From an optimization exercise on the open Yosys and OpenROAD flow, aimed at small area, a short achievable clock period and few clock cycles per item; shortcuts taken in it are not production practice.
Only simulation tests tie the RTL to the original design; equivalence was not proved.

===== design/flow/config.mk =====
export PLATFORM = sky130hd
export DESIGN_NAME = Fp32Unit
export DESIGN_NICKNAME = Fp32Unit
export VERILOG_FILES = /design/flow/design.v
export SDC_FILE = /design/flow/constraint.sdc
export NUM_CORES = 4
export LEC_CHECK = 0
export ABC_CLOCK_PERIOD_IN_PS = 80000
export CAP_MARGIN = 20
export CORE_MARGIN = 2
export CORE_UTILIZATION = 55
export CTS_BUF_LIST = sky130_fd_sc_hd__clkbuf_4 sky130_fd_sc_hd__clkbuf_8
export PLACE_DENSITY = 0.7
export SLEW_MARGIN = 20

===== design/flow/standard.sh =====
#!/bin/bash
# synth_recipe.tcl (not shown) runs the flow's synth.tcl, then flattens the netlist and writes it again
# the make line also repeats each setting of config.mk as NAME=value (left out here)
make -C /OpenROAD-flow-scripts/flow DESIGN_CONFIG=/design/flow/config.mk WORK_HOME=/design/flow/orfs CLKGATE_MAP_FILE= SYNTH_SCRIPT=/design/flow/synth_recipe.tcl "${@:-finish}"

===== design/flow/flow/run.sh =====
#!/bin/bash
# The standard layout with two changes to how it is optimised; the clock
# period and all constraints stay the design's:
#  - timing repair aims at a setup slack of 141 ns instead of 5 ns, so it
#    also works on the paths from inputs to outputs, which set the period
#    the layout achieves;
#  - every port still gets its buffer, but a plain buf_1 (repair resizes it
#    where timing needs) instead of the default delay buffer.
set -euo pipefail
bash standard.sh SETUP_SLACK_MARGIN=141 \
    "BUFFER_PORTS_ARGS=-buffer_cell sky130_fd_sc_hd__buf_1" \
    finish > standard_flow.log 2>&1

===== design/flow/constraint.sdc =====
create_clock -name core_clock -period 240.0 [get_ports {clk}]
set_input_delay 48.0000 -clock core_clock [delete_from_list [all_inputs] [get_ports {clk}]]
set_output_delay 48.0000 -clock core_clock [all_outputs]
set_load 0.01 [all_outputs]

===== design/flow/design.v =====
package BasicTypes;
parameter BYTE_WIDTH = 8;
typedef logic signed [7:0]  int8_t;
typedef logic signed [15:0] int16_t;
typedef logic signed [31:0] int32_t;
typedef logic signed [63:0] int64_t;
typedef logic [7:0]  uint8_t;
typedef logic [15:0] uint16_t;
typedef logic [31:0] uint32_t;
typedef logic [63:0] uint64_t;
typedef struct packed {
    logic sign;
    logic [7:0] exponent;
    logic [22:0] fraction;
} fp32_t;
endpackage
package RvTypes;
parameter REG_ADDR_WIDTH = 5;
parameter CSR_ADDR_WIDTH = 12;
parameter FRM_RNE = 3'b000;  
parameter FRM_RTZ = 3'b001;  
parameter FRM_RDN = 3'b010;  
parameter FRM_RUP = 3'b011;  
parameter FRM_RMM = 3'b100;  
parameter FRM_DYN = 3'b111;  
parameter EXCEPTION_CODE_INSN_ADDR_MISALIGNED  = 4'h0;
parameter EXCEPTION_CODE_INSN_ACCESS_FAULT     = 4'h1;
parameter EXCEPTION_CODE_ILLEGAL_INSN          = 4'h2;
parameter EXCEPTION_CODE_BREAKPOINT            = 4'h3;
parameter EXCEPTION_CODE_LOAD_ADDR_MISALIGNED  = 4'h4;
parameter EXCEPTION_CODE_LOAD_ACCESS_FAULT     = 4'h5;
parameter EXCEPTION_CODE_STORE_ADDR_MISALIGNED = 4'h6;
parameter EXCEPTION_CODE_STORE_ACCESS_FAULT    = 4'h7;
parameter EXCEPTION_CODE_ECALL_FROM_U          = 4'h8;
parameter EXCEPTION_CODE_ECALL_FROM_S          = 4'h9;
parameter EXCEPTION_CODE_ECALL_FROM_M          = 4'hb;
parameter EXCEPTION_CODE_INSN_PAGE_FAULT       = 4'hc;
parameter EXCEPTION_CODE_LOAD_PAGE_FAULT       = 4'hd;
parameter EXCEPTION_CODE_STORE_PAGE_FAULT      = 4'hf;
parameter INTERRUPT_CODE_U_SOFTWARE = 4'h0;
parameter INTERRUPT_CODE_S_SOFTWARE = 4'h1;
parameter INTERRUPT_CODE_M_SOFTWARE = 4'h3;
parameter INTERRUPT_CODE_U_TIMER    = 4'h4;
parameter INTERRUPT_CODE_S_TIMER    = 4'h5;
parameter INTERRUPT_CODE_M_TIMER    = 4'h7;
parameter INTERRUPT_CODE_U_EXTERNAL = 4'h8;
parameter INTERRUPT_CODE_S_EXTERNAL = 4'h9;
parameter INTERRUPT_CODE_M_EXTERNAL = 4'hb;
typedef enum logic [1:0]
{
    MemoryAccessType_Instruction  = 2'h0,
    MemoryAccessType_Load         = 2'h2,
    MemoryAccessType_Store        = 2'h3
} MemoryAccessType;
typedef enum logic [1:0]
{
    Priv_User         = 2'b00,
    Priv_Supervisor   = 2'b01,
    Priv_Machine      = 2'b11
} Priv;
typedef logic [REG_ADDR_WIDTH-1:0] reg_addr_t;
typedef logic [CSR_ADDR_WIDTH-1:0] csr_addr_t;
typedef struct packed {
    logic NV;    
    logic DZ;    
    logic OF;    
    logic UF;    
    logic NX;    
} fflags_t;
endpackage
package Rv32Types;
parameter XLEN = 32;
parameter XLEN_LOG2 = 5;
parameter WORD_WIDTH = XLEN;
parameter WORD_SIZE = WORD_WIDTH / 8;
parameter VADDR_WIDTH = 32;
parameter PADDR_WIDTH = 34;
parameter PAGE_OFFSET_WIDTH = 12;
parameter VIRTUAL_PAGE_NUMBER_WIDTH = VADDR_WIDTH - PAGE_OFFSET_WIDTH;
parameter PHYSICAL_PAGE_NUMBER_WIDTH = PADDR_WIDTH - PAGE_OFFSET_WIDTH;
parameter PAGE_TABLE_ENTRY_SIZE = 4;
parameter PAGE_TABLE_ENTRY_WIDTH = PAGE_TABLE_ENTRY_SIZE * 8;
typedef logic signed    [XLEN-1:0] word_t;
typedef logic [VADDR_WIDTH-1:0] vaddr_t;
typedef logic [PADDR_WIDTH-1:0] paddr_t;
typedef struct packed
{
    logic [ 9:0] VPN1;
    logic [ 9:0] VPN0;
} virtual_page_number_t;
typedef struct packed
{
    logic [11:0] PPN1;
    logic [ 9:0] PPN0;
} physical_page_number_t;
typedef struct packed
{
    logic [ 9:0] VPN1;
    logic [ 9:0] VPN0;
    logic [11:0] OFFSET;
} vaddr_sv32_t;
typedef struct packed
{
    logic [11:0] PPN1;
    logic [ 9:0] PPN0;
    logic [11:0] OFFSET;
} paddr_sv32_t;
typedef struct packed
{
    logic [11:0] PPN1;
    logic [ 9:0] PPN0;
    logic [ 1:0] RESERVED;
    logic D;  
    logic A;  
    logic G;  
    logic U;  
    logic X;  
    logic W;  
    logic R;  
    logic V;  
} PageTableEntry;
typedef enum logic
{
    AddressTranslationMode_Bare = 1'h0,
    AddressTranslationMode_Sv32 = 1'h1
} AddressTranslationMode;
typedef enum logic [1:0]
{
    TrapVectorMode_Direct   = 2'b00,
    TrapVectorMode_Vectored = 2'b01
} TrapVectorMode;
parameter CSR_ADDR_USTATUS  = 12'h000;
parameter CSR_ADDR_UIE      = 12'h004;
parameter CSR_ADDR_UTVEC    = 12'h005;
parameter CSR_ADDR_FFLAGS   = 12'h001;
parameter CSR_ADDR_FRM      = 12'h002;
parameter CSR_ADDR_FCSR     = 12'h003;
parameter CSR_ADDR_USCRATCH = 12'h040;
parameter CSR_ADDR_UEPC     = 12'h041;
parameter CSR_ADDR_UCAUSE   = 12'h042;
parameter CSR_ADDR_UTVAL    = 12'h043;
parameter CSR_ADDR_UIP      = 12'h044;
parameter CSR_ADDR_SSTATUS      = 12'h100;
parameter CSR_ADDR_SEDELEG      = 12'h102;
parameter CSR_ADDR_SIDELEG      = 12'h103;
parameter CSR_ADDR_SIE          = 12'h104;
parameter CSR_ADDR_STVEC        = 12'h105;
parameter CSR_ADDR_SCOUNTEREN   = 12'h106;  
parameter CSR_ADDR_SSCRATCH = 12'h140;
parameter CSR_ADDR_SEPC     = 12'h141;
parameter CSR_ADDR_SCAUSE   = 12'h142;
parameter CSR_ADDR_STVAL    = 12'h143;
parameter CSR_ADDR_SIP      = 12'h144;
parameter CSR_ADDR_SATP     = 12'h180;
parameter CSR_ADDR_MSTATUS      = 12'h300;
parameter CSR_ADDR_MISA         = 12'h301;
parameter CSR_ADDR_MEDELEG      = 12'h302;
parameter CSR_ADDR_MIDELEG      = 12'h303;
parameter CSR_ADDR_MIE          = 12'h304;
parameter CSR_ADDR_MTVEC        = 12'h305;
parameter CSR_ADDR_MCOUNTEREN   = 12'h306;  
parameter CSR_ADDR_MSCRATCH = 12'h340;
parameter CSR_ADDR_MEPC     = 12'h341;
parameter CSR_ADDR_MCAUSE   = 12'h342;
parameter CSR_ADDR_MTVAL    = 12'h343;
parameter CSR_ADDR_MIP      = 12'h344;
parameter CSR_ADDR_CYCLE    = 12'hc00;
parameter CSR_ADDR_TIME     = 12'hc01;
parameter CSR_ADDR_INSTRET  = 12'hc02;
parameter CSR_ADDR_CYCLEH   = 12'hc80;
parameter CSR_ADDR_TIMEH    = 12'hc81;
parameter CSR_ADDR_INSTRETH = 12'hc82;
parameter CSR_ADDR_MVENDORID    = 12'hf11;
parameter CSR_ADDR_MARCHID      = 12'hf12;
parameter CSR_ADDR_MIMPID       = 12'hf13;
parameter CSR_ADDR_MHARTID      = 12'hf14;
typedef struct packed {
    logic SD;
    logic [7:0] RESERVED1;
    logic TSR;
    logic TW;
    logic TVM;
    logic MXR;
    logic SUM;
    logic MPRV;
    logic [1:0] XS;
    logic [1:0] FS;
    logic [1:0] MPP;
    logic [1:0] RESERVED2;
    logic SPP;
    logic MPIE;
    logic RESERVED3;
    logic SPIE;
    logic UPIE;
    logic MIE;
    logic RESERVED4;
    logic SIE;
    logic UIE;
} csr_xstatus_t;
typedef struct packed {
    logic [XLEN-1:2] BASE;
    TrapVectorMode MODE;
} csr_xtvec_t;
typedef struct packed {
    logic MEIP;
    logic RESERVED0;
    logic SEIP;
    logic UEIP;
    logic MTIP;
    logic RESERVED1;
    logic STIP;
    logic UTIP;
    logic MSIP;
    logic RESERVED2;
    logic SSIP;
    logic USIP;
} csr_xip_t;
typedef struct packed {
    logic MEIE;
    logic RESERVED0;
    logic SEIE;
    logic UEIE;
    logic MTIE;
    logic RESERVED1;
    logic STIE;
    logic UTIE;
    logic MSIE;
    logic RESERVED2;
    logic SSIE;
    logic USIE;
} csr_xie_t;
typedef struct packed {
    AddressTranslationMode MODE;
    logic [8:0] ASID;
    logic [21:0] PPN;
} csr_satp_t;
endpackage
package OpTypes;
typedef enum logic [3:0]
{
    AluCommand_Add      = 4'b0000,
    AluCommand_Sub      = 4'b1000,
    AluCommand_Sll      = 4'b0001,
    AluCommand_Slt      = 4'b0010,
    AluCommand_Sltu     = 4'b0011,
    AluCommand_Xor      = 4'b0100,
    AluCommand_Srl      = 4'b0101,
    AluCommand_Sra      = 4'b1101,
    AluCommand_Or       = 4'b0110,
    AluCommand_And      = 4'b0111,
    AluCommand_Clear1   = 4'b1001,  
    AluCommand_Clear2   = 4'b1010   
} AluCommand;
typedef enum logic [1:0]
{
    AluSrcType1_Zero    = 2'h0,
    AluSrcType1_Reg     = 2'h1,
    AluSrcType1_Pc      = 2'h2,
    AluSrcType1_Csr     = 2'h3
} AluSrcType1;
typedef enum logic [1:0]
{
    AluSrcType2_Zero    = 2'h0,
    AluSrcType2_Reg     = 2'h1,
    AluSrcType2_Imm     = 2'h2,
    AluSrcType2_Csr     = 2'h3
} AluSrcType2;
typedef enum logic [3:0]
{
    BranchType_Equal                = 4'b0000,
    BranchType_NotEqual             = 4'b0001,
    BranchType_LessThan             = 4'b0100,
    BranchType_GreaterEqual         = 4'b0101,
    BranchType_UnsignedLessThan     = 4'b0110,
    BranchType_UnsignedGreaterEqual = 4'b0111,
    BranchType_Always               = 4'b1111
} BranchType;
typedef enum logic [1:0]
{
    FenceType_None   = 2'b00,
    FenceType_Normal = 2'b01,  
    FenceType_I      = 2'b10,  
    FenceType_Vma    = 2'b11   
} FenceType;
typedef enum logic [2:0]
{
    ExecuteUnitType_None         = 3'h0,
    ExecuteUnitType_FpConverter  = 3'h1,
    ExecuteUnitType_Fp32         = 3'h2,
    ExecuteUnitType_Fp64         = 3'h3,
    ExecuteUnitType_LoadStore    = 3'h4,
    ExecuteUnitType_MulDiv       = 3'h5,
    ExecuteUnitType_Branch       = 3'h6
} ExecuteUnitType;
typedef enum logic [2:0]
{
    FpSubUnitType_Move         = 3'h0,
    FpSubUnitType_Classifier   = 3'h1,
    FpSubUnitType_Sign         = 3'h2,
    FpSubUnitType_Comparator   = 3'h3,
    FpSubUnitType_Converter    = 3'h4,
    FpSubUnitType_MulAdd       = 3'h5,
    FpSubUnitType_Div          = 3'h6,
    FpSubUnitType_Sqrt         = 3'h7
} FpSubUnitType;
typedef enum logic [3:0]
{
    FpComparatorCommand_Eq    = 4'h1,
    FpComparatorCommand_Lt    = 4'h2,
    FpComparatorCommand_Le    = 4'h3,
    FpComparatorCommand_Min   = 4'h4,
    FpComparatorCommand_Max   = 4'h5
} FpComparatorCommand;
typedef enum logic [3:0]
{
    FpSignUnitCommand_Sgnj  = 4'h1,
    FpSignUnitCommand_Sgnjn = 4'h2,
    FpSignUnitCommand_Sgnjx = 4'h3
} FpSignUnitCommand;
typedef enum logic [4:0]
{
    FpConverterCommand_W_S  = 5'h00,
    FpConverterCommand_WU_S = 5'h01,
    FpConverterCommand_L_S  = 5'h02,
    FpConverterCommand_LU_S = 5'h03,
    FpConverterCommand_W_D  = 5'h04,
    FpConverterCommand_WU_D = 5'h05,
    FpConverterCommand_L_D  = 5'h06,
    FpConverterCommand_LU_D = 5'h07,
    FpConverterCommand_S_W  = 5'h08,
    FpConverterCommand_S_WU = 5'h09,
    FpConverterCommand_S_L  = 5'h0a,
    FpConverterCommand_S_LU = 5'h0b,
    FpConverterCommand_D_W  = 5'h0c,
    FpConverterCommand_D_WU = 5'h0d,
    FpConverterCommand_D_L  = 5'h0e,
    FpConverterCommand_D_LU = 5'h0f,
    FpConverterCommand_S_D  = 5'h10,
    FpConverterCommand_D_S  = 5'h11
} FpConverterCommand;
typedef enum logic [3:0]
{
    FpMulAddCommand_FMADD   = 4'h0,
    FpMulAddCommand_FMSUB   = 4'h1,
    FpMulAddCommand_FNMSUB  = 4'h2,
    FpMulAddCommand_FNMADD  = 4'h3,
    FpMulAddCommand_FADD    = 4'h4,
    FpMulAddCommand_FSUB    = 4'h5,
    FpMulAddCommand_FMUL    = 4'h6
} FpMulAddCommand;
typedef union packed
{
    FpComparatorCommand cmp;
    FpSignUnitCommand sign;
    FpMulAddCommand mulAdd;
} FpCommandUnion;
typedef struct packed
{
    FpSubUnitType unit;
    FpCommandUnion command;
} FpCommand;
endpackage
import BasicTypes::*;
import RvTypes::*;
import Rv32Types::*;
module RcAdd #(
    parameter W = 8
)(
    output logic [W-1:0] s,
    output logic co,
    input logic [W-1:0] a,
    input logic [W-1:0] b,
    input logic ci
);
    localparam N = (W + 1) / 2;
    logic [N:0] c;
    assign c[0] = ci;
    for (genvar k = 0; k < N; k++) begin : chunk
        if (2 * k + 1 < W) begin : two
            assign {c[k+1], s[2*k+1:2*k]} = {1'b0, a[2*k+1:2*k]} + {1'b0, b[2*k+1:2*k]} + {2'b00, c[k]};
        end
        else begin : one
            assign {c[k+1], s[2*k]} = {1'b0, a[2*k]} + {1'b0, b[2*k]} + {1'b0, c[k]};
        end
    end
    assign co = c[N];
endmodule
module RcInc #(
    parameter W = 8
)(
    output logic [W-1:0] s,
    output logic co,
    input logic [W-1:0] a,
    input logic ci
);
    logic [W:0] c;
    always_comb begin
        c[0] = ci;
        for (int i = 0; i < W; i++) begin
            s[i] = a[i] ^ c[i];
            c[i+1] = a[i] & c[i];
        end
        co = c[W];
    end
endmodule
module FpRounder #(
    parameter EXPONENT_WIDTH = 8,
    parameter FRACTION_WIDTH = 23,
    parameter WIDTH = 1 + EXPONENT_WIDTH + FRACTION_WIDTH
)(
    output logic [EXPONENT_WIDTH-1:0] roundedExponent,
    output logic [FRACTION_WIDTH-1:0] roundedFraction,
    output logic inexact,
    input logic [2:0] roundingMode,
    input logic sign,
    input logic [EXPONENT_WIDTH-1:0] exponent,
    input logic [FRACTION_WIDTH-1:0] fraction,
    input logic g,
    input logic r,
    input logic s
);
    logic increment;
    always_comb begin
        unique case (roundingMode)
        FRM_RNE: increment = g & (r | s | fraction[0]);
        FRM_RTZ: increment = sign & (g | r | s);
        FRM_RDN: increment = 1'b0;
        FRM_RUP: increment = g | r | s;
        FRM_RMM: increment = g;
        default: increment = 1'b0;
        endcase
        inexact = g | r | s;
    end
    logic [FRACTION_WIDTH-1:0] fractionPlusOne;
    logic fractionCarry;
    RcInc #(.W(FRACTION_WIDTH)) fractionInc (
        .s(fractionPlusOne),
        .co(fractionCarry),
        .a(fraction),
        .ci(1'b1));
    logic exponentCarry;
    RcInc #(.W(EXPONENT_WIDTH)) exponentInc (
        .s(roundedExponent),
        .co(exponentCarry),
        .a(exponent),
        .ci(increment & fractionCarry));
    always_comb begin
        roundedFraction = increment ? fractionPlusOne : fraction;
    end
endmodule
import BasicTypes::*;
import RvTypes::*;
import Rv32Types::*;
import OpTypes::*;
module FpClassifier #(
    parameter EXPONENT_WIDTH = 8,
    parameter FRACTION_WIDTH = 23,
    parameter WIDTH = 1 + EXPONENT_WIDTH + FRACTION_WIDTH
)(
    output Rv32Types::word_t intResult,
    input logic [WIDTH-1:0] fpSrc,
    input logic clk,
    input logic rst
);
    localparam FP_CLASS_NEG_INF          = 32'h0001;
    localparam FP_CLASS_NEG_NORMAL       = 32'h0002;
    localparam FP_CLASS_NEG_SUBNORMAL    = 32'h0004;
    localparam FP_CLASS_NEG_ZERO         = 32'h0008;
    localparam FP_CLASS_POS_ZERO         = 32'h0010;
    localparam FP_CLASS_POS_SUBNORMAL    = 32'h0020;
    localparam FP_CLASS_POS_NORMAL       = 32'h0040;
    localparam FP_CLASS_POS_INF          = 32'h0080;
    localparam FP_CLASS_SIGNALING_NAN    = 32'h0100;
    localparam FP_CLASS_QUIET_NAN        = 32'h0200;
    localparam EXPONENT_MAX = (1 << EXPONENT_WIDTH) - 2;
    logic sign;
    logic [EXPONENT_WIDTH-1:0] exponent;
    logic [FRACTION_WIDTH-1:0] fraction;
    always_comb begin
        sign = fpSrc[WIDTH-1];
        exponent = fpSrc[WIDTH-2:FRACTION_WIDTH];
        fraction = fpSrc[FRACTION_WIDTH-1:0];
    end
    always_comb begin
        if (sign == 1 && exponent == '1 && fraction == '0) begin
            intResult =  FP_CLASS_NEG_INF;
        end
        else if (sign == 1 && 1 <= exponent && exponent <= EXPONENT_MAX) begin
            intResult =  FP_CLASS_NEG_NORMAL;
        end
        else if (sign == 1 && exponent == '0 && fraction != '0) begin
            intResult =  FP_CLASS_NEG_SUBNORMAL;
        end
        else if (sign == 1 && exponent == '0 && fraction == '0) begin
            intResult =  FP_CLASS_NEG_ZERO;
        end
        else if (sign == 0 && exponent == '0 && fraction == '0) begin
            intResult =  FP_CLASS_POS_ZERO;
        end
        else if (sign == 0 && exponent == '0 && fraction != '0) begin
            intResult =  FP_CLASS_POS_SUBNORMAL;
        end
        else if (sign == 0 && 1 <= exponent && exponent <= EXPONENT_MAX) begin
            intResult =  FP_CLASS_POS_NORMAL;
        end
        else if (sign == 0 && exponent == '1 && fraction == '0) begin        
            intResult =  FP_CLASS_POS_INF;
        end
        else if (exponent == '1 && fraction != '0 && fraction[FRACTION_WIDTH-1] == 0) begin
            intResult =  FP_CLASS_SIGNALING_NAN;
        end
        else if (exponent == '1 && fraction != '0 && fraction[FRACTION_WIDTH-1] == 1) begin
            intResult =  FP_CLASS_QUIET_NAN;
        end
        else begin
            intResult =  '0;
        end
    end
endmodule
import BasicTypes::*;
import RvTypes::*;
import Rv32Types::*;
import OpTypes::*;
module FpSignUnit #(
    parameter WIDTH = 32
)(
    output logic [WIDTH-1:0] fpResult,
    input OpTypes::FpSignUnitCommand command,
    input logic [WIDTH-1:0] fpSrc1,
    input logic [WIDTH-1:0] fpSrc2,
    input logic clk,
    input logic rst
);
    always_comb begin
        unique case (command)
        FpSignUnitCommand_Sgnj:     fpResult = {fpSrc2[WIDTH-1], fpSrc1[WIDTH-2:0]};
        FpSignUnitCommand_Sgnjn:    fpResult = {~fpSrc2[WIDTH-1], fpSrc1[WIDTH-2:0]};
        FpSignUnitCommand_Sgnjx:    fpResult = {fpSrc1[WIDTH-1] ^ fpSrc2[WIDTH-1], fpSrc1[WIDTH-2:0]};
        default:                    fpResult = '0;
        endcase
    end
endmodule
import BasicTypes::*;
import RvTypes::*;
import Rv32Types::*;
import OpTypes::*;
module FpComparator #(
    parameter EXPONENT_WIDTH = 8,
    parameter FRACTION_WIDTH = 23,
    parameter WIDTH = 1 + EXPONENT_WIDTH + FRACTION_WIDTH
)(
    output Rv32Types::word_t intResult,
    output logic unsigned [WIDTH-1:0] fpResult,
    output RvTypes::fflags_t flags,
    input OpTypes::FpComparatorCommand command,
    input logic unsigned [WIDTH-1:0] fpSrc1,
    input logic unsigned [WIDTH-1:0] fpSrc2,
    input logic clk,
    input logic rst
);
    typedef enum logic [1:0]
    {
        FpResultType_Src1           = 2'h0,
        FpResultType_Src2           = 2'h1,
        FpResultType_QuietNan       = 2'h2,
        FpResultType_SignalingNan   = 2'h3
    } FpResultType;
    typedef logic unsigned [EXPONENT_WIDTH-1:0] exponent_t;
    typedef logic unsigned [FRACTION_WIDTH-1:0] fraction_t;
    function automatic logic unsigned [WIDTH-1:0] GetCanonicalQuietNan();
        logic unsigned [WIDTH-1:0] value;
        value[WIDTH-1] = '0;
        value[WIDTH-2:FRACTION_WIDTH-1] = '1;
        value[FRACTION_WIDTH-2:0] = '0;
        GetCanonicalQuietNan = value;
    endfunction
    function automatic logic unsigned [WIDTH-1:0] GetCanonicalSignalingNan();
        logic unsigned [WIDTH-1:0] value;
        value[WIDTH-1] = '0;
        value[WIDTH-2:FRACTION_WIDTH] = '1;
        value[FRACTION_WIDTH-1:1] = '0;
        value[0] = '1;
        GetCanonicalSignalingNan = value;
    endfunction
    logic sign1;
    logic sign2;
    exponent_t exponent1;
    exponent_t exponent2;
    fraction_t fraction1;
    fraction_t fraction2;
    always_comb begin
        sign1 = fpSrc1[WIDTH-1];
        sign2 = fpSrc2[WIDTH-1];
        exponent1 = fpSrc1[WIDTH-2:FRACTION_WIDTH];
        exponent2 = fpSrc2[WIDTH-2:FRACTION_WIDTH];
        fraction1 = fpSrc1[FRACTION_WIDTH-1:0];
        fraction2 = fpSrc2[FRACTION_WIDTH-1:0];
    end
    logic is_zero1;
    logic is_zero2;
    logic is_nan1;
    logic is_nan2;
    logic is_signaling_nan1;
    logic is_signaling_nan2;
    always_comb begin
        is_zero1 = exponent1 == '0 && fraction1 != '0;
        is_zero2 = exponent2 == '0 && fraction2 != '0;
        is_nan1 = exponent1 == '1 && fraction1 != '0;
        is_nan2 = exponent2 == '1 && fraction2 != '0;
        is_signaling_nan1 = is_nan1 && fraction1[FRACTION_WIDTH-1] == '0;
        is_signaling_nan2 = is_nan2 && fraction2[FRACTION_WIDTH-1] == '0;
    end
    logic sign_eq;
    logic sign_lt;
    logic [3:0] part_lt;
    logic [3:0] part_eq;
    logic [31:0] magnitude1, magnitude2;
    logic magnitude_eq;
    logic magnitude_lt;
    logic magnitude_gt;
    always_comb begin
        sign_eq = sign1 == sign2;
        sign_lt = sign1 == 1 && sign2 == 0;
        magnitude1 = {1'b0, fpSrc1[WIDTH-2:0]};
        magnitude2 = {1'b0, fpSrc2[WIDTH-2:0]};
        for (int k = 0; k < 4; k++) begin
            part_lt[k] = magnitude1[8*k +: 8] < magnitude2[8*k +: 8];
            part_eq[k] = magnitude1[8*k +: 8] == magnitude2[8*k +: 8];
        end
        magnitude_eq = &part_eq;
        magnitude_lt = part_lt[3] | (part_eq[3] & (part_lt[2] | (part_eq[2] & (part_lt[1] | (part_eq[1] & part_lt[0])))));
        magnitude_gt = !magnitude_lt && !magnitude_eq;
    end
    logic eq;
    logic lt;
    logic le;
    always_comb begin
        eq = (sign_eq & magnitude_eq) | (is_zero1 & is_zero2);
        lt = sign_lt | (sign_eq & (sign1 ? magnitude_gt : magnitude_lt));
        le = eq | lt;
    end
    FpResultType fp_result_type;
    always_comb begin
        if (is_zero1 && is_zero2) begin
            fp_result_type = (!sign1 && sign2) ? FpResultType_Src1 : FpResultType_Src2;
        end
        else if (is_nan1 && is_nan2) begin
            fp_result_type = (is_signaling_nan1 || is_signaling_nan2) ? FpResultType_SignalingNan : FpResultType_QuietNan;
        end
        else if (!is_nan1 && is_nan2) begin
            fp_result_type = FpResultType_Src1;
        end
        else if (is_nan1 && !is_nan2) begin
            fp_result_type = FpResultType_Src2;
        end
        else begin
            unique case (command)
            FpComparatorCommand_Max: fp_result_type = lt ? FpResultType_Src2 : FpResultType_Src1;
            FpComparatorCommand_Min: fp_result_type = lt ? FpResultType_Src1 : FpResultType_Src2;
            default:                 fp_result_type = FpResultType_Src1;
            endcase
        end
    end
    always_comb begin
        if (is_nan1 || is_nan2) begin
            intResult = 0;
        end
        else begin
            unique case (command)
            FpComparatorCommand_Eq: intResult = eq ? 1 : 0;
            FpComparatorCommand_Lt: intResult = lt ? 1 : 0;
            FpComparatorCommand_Le: intResult = le ? 1 : 0;
            default:                intResult = 0;
            endcase
        end
        unique case (fp_result_type)
        FpResultType_Src1:          fpResult = fpSrc1;
        FpResultType_Src2:          fpResult = fpSrc2;
        FpResultType_QuietNan:      fpResult = GetCanonicalQuietNan();
        FpResultType_SignalingNan:  fpResult = GetCanonicalSignalingNan();
        default:                    fpResult = '0;
        endcase
        if ((command == FpComparatorCommand_Lt || command == FpComparatorCommand_Le)) begin
            flags.NV = is_nan1 || is_nan2;
            flags.DZ = 0;
            flags.OF = 0;
            flags.UF = 0;
            flags.NX = 0;
        end
        else begin
            flags.NV = is_signaling_nan1 || is_signaling_nan2;
            flags.DZ = 0;
            flags.OF = 0;
            flags.UF = 0;
            flags.NX = 0;
        end
    end
endmodule
import BasicTypes::*;
import RvTypes::*;
import Rv32Types::*;
import OpTypes::*;
module MulArray24 (
    output logic [47:0] p,
    input logic [23:0] a,
    input logic [23:0] b
);
    logic [23:0] s [0:23];
    logic [23:0] c [0:23];
    logic [23:0] cc;
    always_comb begin
        for (int j = 0; j < 24; j++) begin
            s[0][j] = a[j] & b[0];
            c[0][j] = 1'b0;
        end
        p[0] = s[0][0];
        for (int i = 1; i < 24; i++) begin
            for (int j = 0; j < 24; j++) begin
                logic x, y, z;
                x = a[j] & b[i];
                y = (j == 23) ? 1'b0 : s[i-1][j+1];
                z = c[i-1][j];
                s[i][j] = x ^ y ^ z;
                c[i][j] = (x & y) | (x & z) | (y & z);
            end
            p[i] = s[i][0];
        end
        cc[0] = 1'b0;
        for (int j = 0; j < 23; j++) begin
            p[24+j] = s[23][j+1] ^ c[23][j] ^ cc[j];
            cc[j+1] = (s[23][j+1] & c[23][j]) | (s[23][j+1] & cc[j]) | (c[23][j] & cc[j]);
        end
        p[47] = c[23][23] ^ cc[23];
    end
endmodule
module FpMul (
    output logic [31:0] result,
    output RvTypes::fflags_t flags,
    input logic [2:0] roundingMode,
    input logic [31:0] src1,
    input logic [31:0] src2
);
    logic sign1, sign2;
    logic [7:0] exponent1, exponent2;
    logic [22:0] fraction1, fraction2;
    logic is_zero1, is_zero2, is_inf1, is_inf2, is_nan1, is_nan2;
    always_comb begin
        sign1 = src1[31];
        sign2 = src2[31];
        exponent1 = src1[30:23];
        exponent2 = src2[30:23];
        fraction1 = src1[22:0];
        fraction2 = src2[22:0];
        is_zero1 = exponent1 == '0;
        is_zero2 = exponent2 == '0;
        is_nan1 = exponent1 == '1 && fraction1 != '0;
        is_nan2 = exponent2 == '1 && fraction2 != '0;
        is_inf1 = exponent1 == '1 && fraction1 == '0;
        is_inf2 = exponent2 == '1 && fraction2 == '0;
    end
    logic [47:0] prod;
    MulArray24 mulArray (
        .p(prod),
        .a({1'b1, fraction1}),
        .b({1'b1, fraction2}));
    logic [8:0] exponentPair;
    logic [9:0] exponentNormalized;
    logic unusedCarry1, unusedCarry2;
    RcAdd #(.W(8)) exponentAdd (
        .s(exponentPair[7:0]),
        .co(exponentPair[8]),
        .a(exponent1),
        .b(exponent2),
        .ci(1'b0));
    RcAdd #(.W(10)) exponentBias (
        .s(exponentNormalized),
        .co(unusedCarry1),
        .a({1'b0, exponentPair}),
        .b(10'h381),
        .ci(prod[47]));
    logic [22:0] fraction;
    logic g, r, s;
    always_comb begin
        if (prod[47]) begin
            fraction = prod[46:24];
            g = prod[23];
            r = prod[22];
            s = |prod[21:1];
        end
        else begin
            fraction = prod[45:23];
            g = prod[22];
            r = prod[21];
            s = |prod[20:0];
        end
    end
    logic inexact;
    logic [9:0] exponentRounded;
    logic [22:0] fractionRounded;
    FpRounder #(
        .EXPONENT_WIDTH(10),
        .FRACTION_WIDTH(23)
    ) rounder (
        .inexact(inexact),
        .roundedExponent(exponentRounded),
        .roundedFraction(fractionRounded),
        .roundingMode(roundingMode),
        .sign(sign1 ^ sign2),
        .exponent(exponentNormalized),
        .fraction(fraction),
        .g(g),
        .r(r),
        .s(s));
    logic overflow, underflow, isNan;
    always_comb begin
        overflow = !exponentRounded[9] && (exponentRounded[8] || exponentRounded[7:0] == 8'hff);
        underflow = exponentRounded[9] || exponentRounded == '0;
        isNan = is_nan1 || is_nan2 || (is_zero1 && is_inf2) || (is_zero2 && is_inf1);
        if (isNan) begin
            result = 32'h7f800001;
        end
        else if (is_inf1 || is_inf2) begin
            result = {sign1 ^ sign2, 8'hff, 23'h0};
        end
        else if (is_zero1 || is_zero2) begin
            result = {sign1 ^ sign2, 31'h0};
        end
        else begin
            result = {sign1 ^ sign2, exponentRounded[7:0], fractionRounded};
        end
        flags.NV = isNan;
        flags.DZ = 1'b0;
        flags.OF = overflow;
        flags.UF = underflow;
        flags.NX = inexact;
    end
endmodule
module FpAdd (
    output logic [31:0] result,
    output RvTypes::fflags_t flags,
    input logic [2:0] roundingMode,
    input logic [31:0] src1,
    input logic [31:0] src2
);
    logic sign1, sign2;
    logic [7:0] exponent1, exponent2;
    logic [22:0] fraction1, fraction2;
    logic is_zero1, is_zero2, is_inf1, is_inf2, is_nan1, is_nan2;
    always_comb begin
        sign1 = src1[31];
        sign2 = src2[31];
        exponent1 = src1[30:23];
        exponent2 = src2[30:23];
        fraction1 = src1[22:0];
        fraction2 = src2[22:0];
        is_zero1 = exponent1 == '0;
        is_zero2 = exponent2 == '0;
        is_nan1 = exponent1 == '1 && fraction1 != '0;
        is_nan2 = exponent2 == '1 && fraction2 != '0;
        is_inf1 = exponent1 == '1 && fraction1 == '0;
        is_inf2 = exponent2 == '1 && fraction2 == '0;
    end
    logic ge;
    logic [30:0] unusedDiff;
    RcAdd #(.W(31)) magnitudeCompare (
        .s(unusedDiff),
        .co(ge),
        .a(src1[30:0]),
        .b(~src2[30:0]),
        .ci(1'b1));
    logic sign_large, sign_small;
    logic [7:0] exponent_large, exponent_small;
    logic [22:0] fraction_large, fraction_small;
    always_comb begin
        sign_large = ge ? sign1 : sign2;
        sign_small = ge ? sign2 : sign1;
        exponent_large = ge ? exponent1 : exponent2;
        exponent_small = ge ? exponent2 : exponent1;
        fraction_large = ge ? fraction1 : fraction2;
        fraction_small = ge ? fraction2 : fraction1;
    end
    logic [7:0] shamt;
    logic unusedCarry1;
    RcAdd #(.W(8)) shamtSub (
        .s(shamt),
        .co(unusedCarry1),
        .a(exponent_large),
        .b(~exponent_small),
        .ci(1'b1));
    logic [23:0] mantissa_small;
    logic [27:0] shifted_small;
    logic sticky_small;
    logic [28:0] window_large;
    logic [28:0] window_small;
    logic minus;
    logic [27:0] alignStage [0:5];
    logic [4:0] shiftedOut;
    logic stickyAllOut;
    always_comb begin
        mantissa_small = {1'b1, fraction_small};
        alignStage[0] = {1'b0, mantissa_small, 3'b000};
        for (int k = 0; k < 5; k++) begin
            shiftedOut[k] = shamt[k] && (|(alignStage[k] & ((28'h1 << (1 << k)) - 28'h1)));
            alignStage[k+1] = shamt[k] ? (alignStage[k] >> (1 << k)) : alignStage[k];
        end
        stickyAllOut = |shiftedOut;
        if (shamt[7:5] == 3'b000) begin
            shifted_small = alignStage[5];
            sticky_small = stickyAllOut && !(shamt[4:0] == 5'd26 && fraction_small[22:1] == '0);
        end
        else begin
            shifted_small = 28'h0;
            sticky_small = shamt[7:5] == 3'b001 && shamt[4:0] <= 5'd16;
        end
        window_large = {2'b01, fraction_large, 4'b0000};
        window_small = {shifted_small, sticky_small};
        minus = sign_large != sign_small;
    end
    logic [28:0] sum;
    logic unusedCarry2;
    RcAdd #(.W(29)) fractionAdd (
        .s(sum),
        .co(unusedCarry2),
        .a(window_large),
        .b(window_small ^ {29{minus}}),
        .ci(minus));
    logic [28:0] v1, v2, v3, v4, normalized;
    logic [4:0] lzc;
    logic isZeroSum;
    always_comb begin
        lzc[4] = ~|sum[28:13];
        v1 = lzc[4] ? {sum[12:0], 16'h0} : sum;
        lzc[3] = ~|v1[28:21];
        v2 = lzc[3] ? {v1[20:0], 8'h0} : v1;
        lzc[2] = ~|v2[28:25];
        v3 = lzc[2] ? {v2[24:0], 4'h0} : v2;
        lzc[1] = ~|v3[28:27];
        v4 = lzc[1] ? {v3[26:0], 2'h0} : v3;
        lzc[0] = ~v4[28];
        normalized = lzc[0] ? {v4[27:0], 1'b0} : v4;
        isZeroSum = ~normalized[28];
    end
    logic [7:0] exponentPlusOne, exponentNormalized;
    logic unusedCarry3, unusedCarry4;
    RcInc #(.W(8)) exponentInc (
        .s(exponentPlusOne),
        .co(unusedCarry3),
        .a(exponent_large),
        .ci(1'b1));
    RcAdd #(.W(8)) exponentSub (
        .s(exponentNormalized),
        .co(unusedCarry4),
        .a(exponentPlusOne),
        .b(~{3'b000, isZeroSum ? 5'h0 : lzc}),
        .ci(1'b1));
    logic inexact;
    logic [7:0] exponentRounded;
    logic [22:0] fractionRounded;
    FpRounder #(
        .EXPONENT_WIDTH(8),
        .FRACTION_WIDTH(23)
    ) rounder (
        .inexact(inexact),
        .roundedExponent(exponentRounded),
        .roundedFraction(fractionRounded),
        .roundingMode(roundingMode),
        .sign(sign_large),
        .exponent(exponentNormalized),
        .fraction(normalized[27:5]),
        .g(normalized[4]),
        .r(normalized[3]),
        .s(|normalized[2:0]));
    logic isNan;
    always_comb begin
        isNan = is_nan1 || is_nan2 || (is_inf1 && is_inf2 && sign1 != sign2);
        if (isNan) begin
            result = 32'h7fc00000;
        end
        else if (is_inf1 || is_inf2) begin
            result = {sign_large, 8'hff, 23'h0};
        end
        else if (is_zero1 && is_zero2) begin
            result = '0;
        end
        else begin
            result = {sign_large, exponentRounded, fractionRounded};
        end
        flags.NV = isNan;
        flags.DZ = 1'b0;
        flags.OF = !isNan && exponentRounded == 8'hff;
        flags.UF = !isNan && exponentRounded == 8'h00;
        flags.NX = !isNan && inexact;
    end
endmodule
module FpMulAdd #(
    parameter EXPONENT_WIDTH = 8,
    parameter FRACTION_WIDTH = 23,
    parameter WIDTH = 1 + EXPONENT_WIDTH + FRACTION_WIDTH
)(
    output logic [WIDTH-1:0] fpResult,
    output RvTypes::fflags_t flags,
    input logic [2:0] roundingMode,
    input OpTypes::FpMulAddCommand command,
    input logic [WIDTH-1:0] fpSrc1,
    input logic [WIDTH-1:0] fpSrc2,
    input logic [WIDTH-1:0] fpSrc3,
    input logic active,
    output logic [31:0] heldSrc1,
    output logic [31:0] heldSrc2,
    input logic clk,
    input logic rst
);
    logic [31:0] resultMul;
    RvTypes::fflags_t flagsMul;
    FpMul fpMul (
        .result(resultMul),
        .flags(flagsMul),
        .roundingMode(roundingMode),
        .src1(fpSrc1),
        .src2(fpSrc2));
    logic isMul, useSrc3, minus1, minus2;
    always_comb begin
        isMul    = active && (command == FpMulAddCommand_FMUL);
        useSrc3  = active && (command == FpMulAddCommand_FMADD || command == FpMulAddCommand_FMSUB || command == FpMulAddCommand_FNMADD || command == FpMulAddCommand_FNMSUB);
        minus1   = active && (command == FpMulAddCommand_FNMADD || command == FpMulAddCommand_FNMSUB);
        minus2   = active && (command == FpMulAddCommand_FSUB || command == FpMulAddCommand_FMSUB || command == FpMulAddCommand_FNMADD);
    end
    logic [31:0] regSrc1, regSrc2;
    RvTypes::fflags_t regFlagsMul;
    logic regIsMul;
    logic [2:0] regRoundingMode;
    always_ff @(posedge clk) begin
        regSrc1 <= (useSrc3 || isMul) ? {resultMul[31] ^ minus1, resultMul[30:0]} : fpSrc1;
        regSrc2 <= useSrc3 ? {fpSrc3[31] ^ minus2, fpSrc3[30:0]} : {fpSrc2[31] ^ minus2, fpSrc2[30:0]};
        regFlagsMul <= flagsMul;
        regIsMul <= isMul;
        regRoundingMode <= roundingMode;
    end
    logic [31:0] resultAdd;
    RvTypes::fflags_t flagsAdd;
    FpAdd fpAdd (
        .result(resultAdd),
        .flags(flagsAdd),
        .roundingMode(regRoundingMode),
        .src1(regSrc1),
        .src2(regSrc2));
    always_comb begin
        heldSrc1 = regSrc1;
        heldSrc2 = regSrc2;
        fpResult = regIsMul ? regSrc1 : resultAdd;
        flags    = regIsMul ? regFlagsMul : flagsAdd;
    end
endmodule
import BasicTypes::*;
import RvTypes::*;
import Rv32Types::*;
module FpDivSqrtUnit #(
    parameter STEPS = 8,
    parameter LAST_STEPS = 2
)(
    output logic [31:0] fpResult,
    output RvTypes::fflags_t flags,
    input logic [2:0] phase,
    input logic isDiv,
    input logic [2:0] roundingMode,
    input logic [31:0] fpSrc1,
    input logic [31:0] fpSrc2,
    input logic [31:0] heldSrc1,
    input logic [31:0] heldSrc2,
    input logic clk,
    input logic rst
);
    localparam ITERATIONS = (26 - LAST_STEPS) / STEPS;
    typedef enum logic [1:0]
    {
        ResultType_Value = 2'h0,
        ResultType_Zero  = 2'h1,
        ResultType_Inf   = 2'h2,
        ResultType_Nan   = 2'h3
    } ResultType;
    logic first;
    logic sign1, sign2;
    logic [7:0] exponent1, exponent2;
    logic [22:0] fraction1, fraction2;
    logic is_zero1, is_zero2, is_inf1, is_inf2, is_nan1, is_nan2;
    always_comb begin
        first = phase == '0;
        sign1 = heldSrc1[31];
        sign2 = heldSrc2[31];
        exponent1 = heldSrc1[30:23];
        exponent2 = heldSrc2[30:23];
        fraction1 = heldSrc1[22:0];
        fraction2 = heldSrc2[22:0];
        is_zero1 = exponent1 == '0;
        is_zero2 = exponent2 == '0;
        is_nan1 = exponent1 == '1 && fraction1 != '0;
        is_nan2 = exponent2 == '1 && fraction2 != '0;
        is_inf1 = exponent1 == '1 && fraction1 == '0;
        is_inf2 = exponent2 == '1 && fraction2 == '0;
    end
    ResultType divType, sqrtType;
    always_comb begin
        if (is_nan1 || is_nan2 || (is_zero1 && is_zero2) || (is_inf1 && is_inf2)) begin
            divType = ResultType_Nan;
        end
        else if (is_inf1 || is_zero2) begin
            divType = ResultType_Inf;
        end
        else if (is_zero1 || is_inf2) begin
            divType = ResultType_Zero;
        end
        else begin
            divType = ResultType_Value;
        end
        if (is_nan1 || sign1) begin
            sqrtType = ResultType_Nan;
        end
        else if (is_inf1) begin
            sqrtType = ResultType_Inf;
        end
        else if (is_zero1) begin
            sqrtType = ResultType_Zero;
        end
        else begin
            sqrtType = ResultType_Value;
        end
    end
    logic [9:0] exponentDifference;
    logic unusedCarry1;
    RcAdd #(.W(10)) exponentSub (
        .s(exponentDifference),
        .co(unusedCarry1),
        .a({2'b00, exponent1}),
        .b(~{2'b00, exponent2}),
        .ci(1'b1));
    logic [8:0] exponentUnbiased;
    logic [7:0] exponentSqrt;
    always_comb begin
        exponentUnbiased = {1'b0, exponent1} - 9'd127;
        exponentSqrt = exponentUnbiased[8:1] + 8'd127;
    end
    ResultType resultType;
    logic resultSign;
    logic [9:0] resultExponent;
    always_comb begin
        resultType = regIsDiv ? divType : sqrtType;
        resultSign = regIsDiv && (sign1 ^ sign2);
        resultExponent = regIsDiv ? exponentDifference + 10'd127 : {2'b00, exponentSqrt};
    end
    logic [2:0] regRoundingMode;
    logic [25:0] regRemainder;
    logic [25:0] regQuotient;
    logic regDividendBit;
    logic regIsDiv;
    logic [23:0] divisor;
    logic [25:0] radicandTop;
    always_comb begin
        divisor = {1'b1, heldSrc2[22:0]};
        if (!heldSrc1[23]) begin
            radicandTop = {1'b1, heldSrc1[22:0], 2'b00};
        end
        else begin
            radicandTop = {2'b01, heldSrc1[22:0], 1'b0};
        end
    end
    logic [25:0] stepRemainder [0:STEPS];
    logic [25:0] stepQuotient [0:STEPS];
    always_comb begin
        stepRemainder[0] = regRemainder;
        stepQuotient[0] = regQuotient;
    end
    for (genvar i = 0; i < STEPS; i++) begin : step
        logic [1:0] radicandBits;
        always_comb begin
            radicandBits = 2'b00;
            for (int p = 1; p <= ITERATIONS; p++) begin
                if ((p - 1) * STEPS + i <= 12 && phase == 3'(p)) begin
                    radicandBits = radicandTop[25 - 2 * ((p - 1) * STEPS + i) -: 2];
                end
            end
        end
        DivSqrtStep step (
            .remainderNext(stepRemainder[i+1]),
            .rootNext(stepQuotient[i+1]),
            .isDiv(regIsDiv),
            .remainder(stepRemainder[i]),
            .root(stepQuotient[i]),
            .dividendBit((i == 0) ? regDividendBit : 1'b0),
            .radicandBits(radicandBits),
            .divisor(divisor));
    end
    always_ff @(posedge clk) begin
        regRoundingMode <= roundingMode;
        regDividendBit <= first && fpSrc1[0];
        regIsDiv <= isDiv;
        if (first) begin
            regRemainder <= isDiv ? {3'b001, fpSrc1[22:1]} : '0;
            regQuotient <= '0;
        end
        else begin
            regRemainder <= stepRemainder[STEPS];
            regQuotient <= stepQuotient[STEPS];
        end
    end
    logic [25:0] quotient;
    logic sticky;
    logic leadingOne;
    logic [9:0] exponentMinusOne;
    logic [9:0] exponentNormalized;
    logic [22:0] fraction;
    logic g, r, s;
    always_comb begin
        quotient = stepQuotient[LAST_STEPS];
        sticky = |stepRemainder[LAST_STEPS];
        leadingOne = quotient[25] || !regIsDiv;
        exponentMinusOne = resultExponent - 10'd1;
        if (leadingOne) begin
            exponentNormalized = resultExponent;
            fraction = quotient[24:2];
            g = quotient[1];
            r = quotient[0];
            s = sticky;
        end
        else begin
            exponentNormalized = exponentMinusOne;
            fraction = quotient[23:1];
            g = quotient[0];
            r = sticky;
            s = sticky;
        end
    end
    logic inexact;
    logic [9:0] exponentRounded;
    logic [22:0] fractionRounded;
    FpRounder #(
        .EXPONENT_WIDTH(10),
        .FRACTION_WIDTH(23)
    ) rounder (
        .inexact(inexact),
        .roundedExponent(exponentRounded),
        .roundedFraction(fractionRounded),
        .roundingMode(regRoundingMode),
        .sign(resultSign),
        .exponent(exponentNormalized),
        .fraction(fraction),
        .g(g),
        .r(r),
        .s(s));
    always_comb begin
        unique case (resultType)
        ResultType_Value: fpResult = {resultSign, exponentRounded[7:0], fractionRounded};
        ResultType_Zero:  fpResult = {resultSign, 31'h0};
        ResultType_Inf:   fpResult = {resultSign, 8'hff, 23'h0};
        ResultType_Nan:   fpResult = 32'h7fc00000;
        default:          fpResult = '0;
        endcase
        flags.NV = resultType == ResultType_Nan;
        flags.DZ = 1'b0;
        if (regIsDiv) begin
            flags.OF = !exponentRounded[9] && (exponentRounded[8] || exponentRounded[7:0] == 8'hff);
            flags.UF = exponentRounded[9] || exponentRounded == '0;
            flags.NX = inexact;
        end
        else begin
            flags.OF = 1'b0;
            flags.UF = 1'b0;
            flags.NX = resultType == ResultType_Value && inexact;
        end
    end
endmodule
import BasicTypes::*;
import RvTypes::*;
import Rv32Types::*;
module DivSqrtStep (
    output logic [25:0] remainderNext,
    output logic [25:0] rootNext,
    input logic isDiv,
    input logic [25:0] remainder,
    input logic [25:0] root,
    input logic dividendBit,
    input logic [1:0] radicandBits,
    input logic [23:0] divisor
);
    logic [27:0] subSrc1;
    logic [27:0] subSrc2;
    logic [27:0] subResult;
    logic unusedCarry;
    always_comb begin
        if (isDiv) begin
            subSrc1 = {3'b000, remainder[23:0], dividendBit};
            subSrc2 = {4'b0000, divisor};
        end
        else begin
            subSrc1 = {remainder, radicandBits};
            subSrc2 = {root, 2'b01};
        end
    end
    RcAdd #(.W(28)) sub (
        .s(subResult),
        .co(unusedCarry),
        .a(subSrc1),
        .b(~subSrc2),
        .ci(1'b1));
    always_comb begin
        rootNext = {root[24:0], ~subResult[27]};
        remainderNext = subResult[27] ? subSrc1[25:0] : subResult[25:0];
    end
endmodule
import BasicTypes::*;
import RvTypes::*;
import Rv32Types::*;
import OpTypes::*;
module FpUnit #(
    parameter EXPONENT_WIDTH = 8,
    parameter FRACTION_WIDTH = 23,
    parameter FP_WIDTH = 1 + EXPONENT_WIDTH + FRACTION_WIDTH
)(
    output Rv32Types::word_t intResult,
    output logic [FP_WIDTH-1:0] fpResult,
    output logic writeFlags,
    output RvTypes::fflags_t writeFlagsValue,
    output logic done,
    input logic enable,
    input logic flush,
    input OpTypes::FpSubUnitType unit,
    input OpTypes::FpCommandUnion command,
    input logic [2:0] roundingMode,
    input Rv32Types::word_t intSrc1,
    input Rv32Types::word_t intSrc2,
    input logic [FP_WIDTH-1:0] fpSrc1,
    input logic [FP_WIDTH-1:0] fpSrc2,
    input logic [FP_WIDTH-1:0] fpSrc3,
    input logic clk,
    input logic rst
);
    localparam DIV_STEPS = 8;
    localparam DIV_LAST_STEPS = 2;
    localparam DIV_LAST_PHASE = 1 + (26 - DIV_LAST_STEPS) / DIV_STEPS;
    localparam SQRT_STEPS = DIV_STEPS;
    localparam SQRT_LAST_STEPS = DIV_LAST_STEPS;
    localparam SQRT_LAST_PHASE = 1 + (26 - SQRT_LAST_STEPS) / SQRT_STEPS;
    logic [2:0] phase;
    logic first;
    always_comb begin
        first = phase == '0;
    end
    BasicTypes::uint32_t fpResultClass;
    FpClassifier #(
        .EXPONENT_WIDTH(EXPONENT_WIDTH),
        .FRACTION_WIDTH(FRACTION_WIDTH)
    ) fpClassifier(
        .intResult(fpResultClass),
        .fpSrc(fpSrc1),
        .clk(clk),
        .rst(rst));
    logic [FP_WIDTH-1:0] fpResultSign;
    FpSignUnit #(
        .WIDTH(FP_WIDTH)
    ) fpSignUnit (
        .fpResult(fpResultSign),
        .command(command.sign),
        .fpSrc1(fpSrc1),
        .fpSrc2(fpSrc2),
        .clk(clk),
        .rst(rst));
    BasicTypes::uint32_t intResultCmp;
    logic [FP_WIDTH-1:0] fpResultCmp;
    RvTypes::fflags_t flagsCmp;
    FpComparator #(
        .EXPONENT_WIDTH(EXPONENT_WIDTH),
        .FRACTION_WIDTH(FRACTION_WIDTH)
    ) fpComparator (
        .intResult(intResultCmp),
        .fpResult(fpResultCmp),
        .flags(flagsCmp),
        .command(command.cmp),
        .fpSrc1(fpSrc1),
        .fpSrc2(fpSrc2),
        .clk(clk),
        .rst(rst));
    logic [FP_WIDTH-1:0] fpResultMulAdd;
    logic [31:0] heldSrc1, heldSrc2;
    RvTypes::fflags_t flagsMulAdd;
    FpMulAdd #(
        .EXPONENT_WIDTH(EXPONENT_WIDTH),
        .FRACTION_WIDTH(FRACTION_WIDTH)
    ) fpMulAdd (
        .fpResult(fpResultMulAdd),
        .flags(flagsMulAdd),
        .command(command.mulAdd),
        .roundingMode(roundingMode),
        .fpSrc1(fpSrc1),
        .fpSrc2(fpSrc2),
        .fpSrc3(fpSrc3),
        .active(unit == FpSubUnitType_MulAdd),
        .heldSrc1(heldSrc1),
        .heldSrc2(heldSrc2),
        .clk(clk),
        .rst(rst));
    logic [FP_WIDTH-1:0] fpResultDiv;
    RvTypes::fflags_t flagsDiv;
    FpDivSqrtUnit #(
        .STEPS(DIV_STEPS),
        .LAST_STEPS(DIV_LAST_STEPS)
    ) fpDivSqrtUnit (
        .fpResult(fpResultDiv),
        .flags(flagsDiv),
        .phase(phase),
        .isDiv(unit == FpSubUnitType_Div),
        .roundingMode(roundingMode),
        .fpSrc1(fpSrc1),
        .fpSrc2(fpSrc2),
        .heldSrc1(heldSrc1),
        .heldSrc2(heldSrc2),
        .clk(clk),
        .rst(rst));
    always_comb begin
        unique case (unit)
        FpSubUnitType_Move: begin
            intResult = fpSrc1[31:0];  
            fpResult = '0;
            fpResult[31:0] = intSrc1;  
            done = '1;
            writeFlags = '0;
            writeFlagsValue = '0;
        end
        FpSubUnitType_Classifier: begin
            intResult = fpResultClass;
            fpResult = '0;
            done = '1;
            writeFlags = '0;
            writeFlagsValue = '0;
        end
        FpSubUnitType_Sign: begin
            intResult = '0;
            fpResult = fpResultSign;
            done = '1;
            writeFlags = '0;
            writeFlagsValue = '0;
        end
        FpSubUnitType_Comparator: begin
            intResult = intResultCmp;
            fpResult = fpResultCmp;
            done = '1;
            writeFlags = '1;
            writeFlagsValue = flagsCmp;
        end
        FpSubUnitType_MulAdd: begin
            intResult = '0;
            fpResult = fpResultMulAdd;
            done = phase == 3'd1;
            writeFlags = '1;
            writeFlagsValue = flagsMulAdd;
        end
        FpSubUnitType_Div: begin
            intResult = '0;
            fpResult = fpResultDiv;
            done = phase == 3'(DIV_LAST_PHASE);
            writeFlags = '1;
            writeFlagsValue = flagsDiv;
        end
        FpSubUnitType_Sqrt: begin
            intResult = '0;
            fpResult = fpResultDiv;
            done = phase == 3'(SQRT_LAST_PHASE);
            writeFlags = '1;
            writeFlagsValue = flagsDiv;
        end
        default: begin
            intResult = '0;
            fpResult = '0;
            done = '0;
            writeFlags = '0;
            writeFlagsValue = '0;
        end
        endcase
    end
    always_ff @(posedge clk) begin
        if (rst || !enable || flush || done) begin
            phase <= '0;
        end
        else begin
            phase <= phase + 3'd1;
        end
    end
endmodule
import BasicTypes::*;
import RvTypes::*;
import Rv32Types::*;
import OpTypes::*;
module Fp32Unit (
    output logic [31:0] intResult,
    output logic [31:0] fpResult,
    output logic writeFlags,
    output logic [4:0] writeFlagsValue,
    output logic done,
    input logic enable,
    input logic flush,
    input logic [2:0] unit,
    input logic [3:0] command,
    input logic [2:0] roundingMode,
    input logic [31:0] intSrc1,
    input logic [31:0] intSrc2,
    input logic [31:0] fpSrc1,
    input logic [31:0] fpSrc2,
    input logic [31:0] fpSrc3,
    input logic clk,
    input logic rst
);
    FpUnit #(
        .EXPONENT_WIDTH(8),
        .FRACTION_WIDTH(23)
    ) body (
        .intResult(intResult),
        .fpResult(fpResult),
        .writeFlags(writeFlags),
        .writeFlagsValue(writeFlagsValue),
        .done(done),
        .enable(enable),
        .flush(flush),
        .unit(OpTypes::FpSubUnitType'(unit)),
        .command(OpTypes::FpCommandUnion'(command)),
        .roundingMode(roundingMode),
        .intSrc1(intSrc1),
        .intSrc2(intSrc2),
        .fpSrc1(fpSrc1),
        .fpSrc2(fpSrc2),
        .fpSrc3(fpSrc3),
        .clk(clk),
        .rst(rst));
endmodule

==> notes.md, run 1 <==
H-tree depth 4; Startpoint Class input pin; Die Y-Extent 284 um; Port Buf Inserts 211; final net count 6294; Post-Synthesis Mean Instance Area 8.59 sq um; GR Util All Layers between 30% and 40%; setup_tns 0 ns; Core Util, Final around three fifths; crit path launch fpSrc2[14]; Synth Area in Adders 42.8%; FILL cells 7182; kind of critical path in -> out; Cell Area, Synth 0.0432 sq mm; Synth Area in XOR/XNOR approximately 1.6%; post-route ant nets 0; Post-Syn Nets 6223; DR WL/cell ~26 um; FF-to-FF End body.fpDivSqrtUnit.regRemainder[6]; Worst Setup EP fpResult[13]; initial drt markers 5037; Area growth syn-to-layout 7.98%; placed inst area 0.0455 sq mm; Reg clk slew, reported paths 0.08 ns; DRT Pass-1 Iters 12; final cell count without fillers 6161; Seq/Total Area, Yosys under 10%; Worst Path Required 192.00 ns; Worst setup EP type primary output; clock buffer depth 2; Fin Clk Skew about 0.024 ns; drt total wl about 160000 um; IO Pins 245; Netlist cell types 94; DIE AREA 0.0809 sq mm; Synth async-reset ratio 0%; min cycle time layout about 100 ns; largest net degree at the start of global routing between 60 and 70; status finished clean; clk sinks 129; Compound-Gate Fraction of Synth Area between 10% and 20%; CTS buffer count 17; mux share of post-synthesis cell area 12.8%; # rows around 100; fin area 0.0467 sq mm; Reg2Reg Depth 264; FF-to-FF Start body.fpDivSqrtUnit.regIsDiv; CP arrival around 52 ns; Synth Area in Simple Gates roughly 18%; Core Box Area 0.0776 sq mm; Synth Instances 5030; first-pass GRT wire length 243000 um; # DRC 0; ys flop type dfxtp_1; routability cong. 1.02; Clk Tree Root Cell clkbuf_8; Remaining Overflow, GRT 0; via count 39700; Register-to-Register Setup Slack between 100 and 150 ns; Achievable Freq 0.0100 GHz; slew margin rel. 29.6%; RSZ-0062 raised after global routing true; layout cells sized above 1 10.5%; Synthesis Warnings 60; main combinational cell family by area after synthesis adder cells; worst hold slack around 0.48 ns; Initial Utilization 55.7%; Hold Vio Cnt, Final 0; Setup-failing EPs final 0; max cap viols 0; dpl cells 6100; clock latency on the worst-skew pair about 0.56 ns; Max Slew Vio Count 0; via density per instance around 6.4; number of flops mapped to enable cells by yosys 0; TritonCTS clock tree done; flops & latches, synth 129; Crit Path Max Fanout 22; die width 284 um; period utilization 41.7%; initial antenna violation count 5; vias in the first global route 39000; HPWL after DPL 127000 um; Worst-Margin Slew about 1.1 ns; hold crit path type reg -> reg; hold buffers post-CTS 0
## through the flow
stage / setup slack (ns)
6_report: 140.02
5_1_grt: 139.95
4_1_cts: 140.08
3_5_place_dp: 138.83
3_3_place_gp: 138.80
2_1_floorplan: 141.00
## critical path: stages
cell	delay, ns
buf_1	0.06
buf_4	0.22
inv_1	0.06
buf_4	0.22
ha_1	0.33
nand4_1	0.15
nor2_4	0.15
o21ai_0	0.12
nor3_2	0.32
o21ai_2	0.10
o21ai_2	0.10
a21oi_2	0.08
mux2i_1	0.14
a21oi_2	0.18
xor2_1	0.16
nand3_1	0.14
a31oi_4	0.24
buf_12	0.18
nand2_8	0.11
mux2i_2	0.46
o221ai_2	0.20
buf_2	0.19
## placed cells by master, fill, tap and decap left out, types with 17 or more instances in the layout
cell type	n
nor2_1	824
fa_1	768
nand2_1	426
inv_1	410
mux2i_1	333
ha_1	246
buf_1	181
a21oi_1	179
o21ai_0	179
buf_4	162
dfxtp_1	128
and2_1	105
mux2_2	100
nand3_1	60
nor3_1	55
nor4_1	48
nand4_1	47
nor2b_1	41
xnor2_1	40
a21o_1	37
o22ai_1	37
o21a_1	36
mux4_2	36
a211oi_1	34
or2_2	31
o221ai_2	29
nand2b_1	28
xor2_1	28
a222oi_1	24
and3_1	22
a31oi_1	22
buf_2	22
o211ai_1	21
or3_1	21
o31ai_1	20
clkbuf_8	17
## cells by family (layout without fill, tap and decap cells)
| group | Yosys count | in the layout |
|---|---|---|
| xor gates and xnor gates | 74 | 74 |
| DFF | 129 | 129 |
| other | 1 | 8 |
| muxes | 494 | 494 |
| and+or+nand+nor | 1770 | 1773 |
| buffers and inverters | 761 | 842 |
| adders and majority gates | 1019 | 1019 |
| AOI/OAI and AO/OA | 782 | 782 |
## routing by layer
| metal | up-vias | track usage [%] | wire length [um] |
|---|---|---|---|
| li1 | 17100 | - | - |
| met1 | 19700 | 55.3 | 62600 |
| met2 | 2404 | 58.4 | 68500 |
| met3 | 436 | 11.4 | 21200 |
| met4 | 2 | 17.4 | 8300 |
| met5 | - | 0 | 116 |
## Yosys cell counts, types with 47 or more instances
cell type | count | area share [%]
nor2_1 | 829 | 7.2
inv_1 | 417 | 3.6
clkbuf_1 | 283 | 2.5
a21oi_1 | 184 | 2.1
and2_1 | 105 | 1.5
nand4_1 | 47 | 0.68
ha_1 | 251 | 7.3
nand3_1 | 60 | 0.69
nand2_1 | 427 | 3.7
nor3_1 | 60 | 0.69
o21ai_0 | 186 | 2.2
fa_1 | 768 | 36
mux2i_1 | 354 | 8.2
dfxtp_1 | 129 | 6.0
mux2_2 | 100 | 2.6
nor4_1 | 48 | 0.69
## cell type report
class / count / area (sq um) / area share (%)
multi-input cells: 4143 / 38400 / 82.4
repair inverters: 4 / 27.5 / 0.0590
flip-flops and latches: 129 / 2590 / 5.54
clock buffers: 19 / 249 / 0.533
clock inverters: 13 / 129 / 0.276
diodes: 7 / 17.5 / 0.0375
inverters: 418 / 1610 / 3.45
repair buffers: 388 / 2310 / 4.95
well taps: 1040 / 1300 / 2.79
## worst min path at each step
stage | startpoint | endpoint | slack, ns | cells past startpoint
finish | body.phase[0] | body.phase[0] | 0.48 | 1
global route | body.phase[0] | body.phase[0] | 0.49 | 1
CTS | body.phase[0] | body.phase[0] | 0.48 | 1
detailed placement | body.phase[0] | body.phase[0] | 0.46 | 1
global placement | body.phase[0] | body.phase[0] | 0.45 | 1
floorplan | body.phase[0] | body.phase[0] | 0.43 | 1
## sequential cells by signal, indices dropped and copies added, names as in the netlist
register                           count
body.fpDivSqrtUnit.regDividendBit      1
body.fpMulAdd.regRoundingMode          3
body.fpDivSqrtUnit.regQuotient        26
body.fpMulAdd.regIsMul                 1
body.phase                             3
body.fpMulAdd.regSrc1                 32
body.fpDivSqrtUnit.regRemainder       26
body.fpMulAdd.regSrc2                 32
body.fpDivSqrtUnit.regIsDiv            1
body.fpMulAdd.regFlagsMul              4
## timing repair
action	in CTS	in global routing
setup buffers	11	3
gates resized for setup	86	48
cloned	6	2
setup endpoints to repair	33	33
pin swaps	14	19
endpoints found under the hold margin	0	0
Testbench counts, summed over its fixed seeds: cycles 23,936, ops 12,000.
==> run 2: changes to the inputs <==
--- a/design/flow/config.mk
+++ b/design/flow/config.mk
@@ -9,6 +9,6 @@
 export CAP_MARGIN = 20
 export CORE_MARGIN = 2
-export CORE_UTILIZATION = 55
+export CORE_UTILIZATION = 60
 export CTS_BUF_LIST = sky130_fd_sc_hd__clkbuf_4 sky130_fd_sc_hd__clkbuf_8
-export PLACE_DENSITY = 0.7
+export PLACE_DENSITY = 0.74
 export SLEW_MARGIN = 20
==> notes.md, run 2 <==
Port Buf Inserts 211 (unchanged); Reg area 0.00259 sq mm (unchanged); Post-Synthesis Mean Instance Area 8.59 sq um (unchanged); DR WL/cell 27.5 um (+5.3%); final net count 6310 (+0.25%); flops & latches, synth 129 (unchanged); area leader, netlist fa_1; top-count cell post-synth nor2_1; RSZ-0062 raised after global routing true; dpl cells 6009 (-1.5%); Largest regs body.fpMulAdd.regSrc1 (32), body.fpMulAdd.regSrc2 (32); Buf+Inv Stages, Crit Path 5 (-1); # DRC 0 (unchanged); Cell Area, Synth 0.0432 sq mm (unchanged); post-synth top area share 35.6% (unchanged); Area growth syn-to-layout 8.32%; IO Pins 245 (unchanged); mux share of post-synthesis cell area 12.8% (unchanged); max incr delay on CP 0.47 ns (about the same); Reg2Reg Depth 268 (+1.5%); largest net degree at the start of global routing 74 (+14%); WHS Path Cells 1 (unchanged); initial antenna violation count 14 (+9); CP delay by family, top compound AO/OA/AOI/OAI gates; Reg clk slew, reported paths 0.08 ns (about the same); via count 40400 (+1.9%); Worst Path Required 192.00 ns (about the same); status finished clean; layout cells sized above 1 10.8% (+0.36 points); HPWL after DPL 130000 um (+2.1%); Clk Tree Root Cell clkbuf_8; commonest non-fill, non-tap cell in the layout nor2_1; Max Slew Vio Count 0 (unchanged); most used cell along the critical path o21ai_1; Fin Clk Skew 0.0157 ns (-0.00834 ns); FILL cells 6131 (-15%); main combinational cell family by area after synthesis adder cells; kind of critical path in -> out; post-route ant nets 0 (unchanged); Crit Path Max Fanout 8 (-64%); H-tree depth 4 (unchanged); Setup-failing EPs final 0 (unchanged); DRT Pass-1 Iters 7 (-5); via density per instance 6.64 (+3.2%); min cycle time layout 100.04 ns (+0.0560 ns); routability cong. 1.02 (+0.31%)
==> run 2: cell count changes in the layout (fill, tap and decap cells not counted), sizes merged <==
cell / change
clkinvlp: +3
clkbuf: -1
nand2: -1
bufbuf: +4
buf: +14
diode: -3
bufinv: -1
inv: -7
clkinv: +4
==> run 2: timing repair <==
| item | in CTS | in global routing |
|---|---|---|
| setup buffers | 24 | 3 |
| pin swaps | 16 | 18 |
| endpoints found under the setup margin | 33 | 33 |
| gates resized for setup | 119 | 38 |
| gates cloned | 12 | 0 |
==> run 2: path summary, 6_finish.rpt <==
check	from	to	slack, ns
max	fpSrc2[11]	fpResult[1]	139.96
min reg2reg	body.phase[0]	body.phase[0]	0.49
min	body.phase[0]	body.phase[0]	0.49
max reg2reg	body.fpDivSqrtUnit.regIsDiv	body.fpDivSqrtUnit.regRemainder[16]	148.42
==> run 2: final cells by class <==
cell class | count | share of cell area (%)
Multi-Input combinational cell | 4142 | 82.1
Clock buffer | 20 | 0.575
Tap cell | 950 | 2.54
Antenna cell | 4 | 0.0214
Timing Repair inverter | 5 | 0.0615
Timing Repair Buffer | 404 | 5.52
Clock inverter | 11 | 0.182
Inverter | 418 | 3.44
Sequential cell | 129 | 5.52
==> run 2: cells by family after synthesis <==
kind of cell | Yosys count
buffers and inverters | 761
other | 1
multiplexers | 494
AO/OA/AOI/OAI | 782
adder cells (fa/ha/maj) | 1019
AND/OR/NAND/NOR | 1770
XOR/XNOR | 74
flip-flops | 129
==> run 2: per-layer routing <==
layer,up-vias,wire [um],GRT usage [%]
met4,14,9350,21.4
met1,20100,63600,62.0
met5,-,115,0.385
met3,547,22300,12.8
met2,2593,71800,66.4
li1,17100,-,-
==> run 2: worst reg2reg max path, delay by kind of cell (launching register included) <==
kind / cells / cell delay, ns
XOR/XNOR: 5 / 0.71
multiplexers: 8 / 2.97
flip-flops: 1 / 0.61
buffers and inverters: 35 / 7.37
adder cells (fa/ha/maj): 190 / 73.53
AND/OR/NAND/NOR: 16 / 2.81
AO/OA/AOI/OAI: 14 / 3.43
==> run 2: stage by stage <==
stage | worst slack, ns | util, % | instance area [sq um]
2_1_floorplan | 141.00 | - | 43500
3_3_place_gp | 138.33 | 63.7 | 45400
3_5_place_dp | 138.33 | 63.7 | 45400
4_1_cts | 140.10 | 65.3 | 46600
5_1_grt | 139.83 | 65.6 | 46800
6_report | 139.96 | 65.6 | 46800

## separate check: timing with driven ports
How much do the figures lean on ideal ports? The routed layouts below were timed once more, with nothing changed but the port constraints. Step 1: set_driving_cell puts a clkbuf_16 on clk and a buf_2 on each other input, an assumption about the parent block. Step 2 times the ports against the registers' clock, not the clock port: input delays grow and output delays shrink by t, the midpoint of the rising clock arrivals with the driver on. a / b / c = no drivers / after step 1 / after step 2; a / b = the first two.
run | shift t [ns] | setup slack, ns | clock arrival spread, ns | slew at the worst register clock pin (ns) | pins driven straight from the clock port
run 1 | 0.611 | 140.019 / 139.997 / 139.997 | 0.027 / 0.027 | 0.11 / 0.11 | 1
run 2 | 0.590 | 139.963 / 139.940 / 139.940 | 0.016 / 0.016 | 0.09 / 0.09 | 1
After both steps setup and hold are still met in every run listed. The setup slack of run 2, which loses most, moves by -0.023 ns with the drivers and by -0.023 ns with both steps.
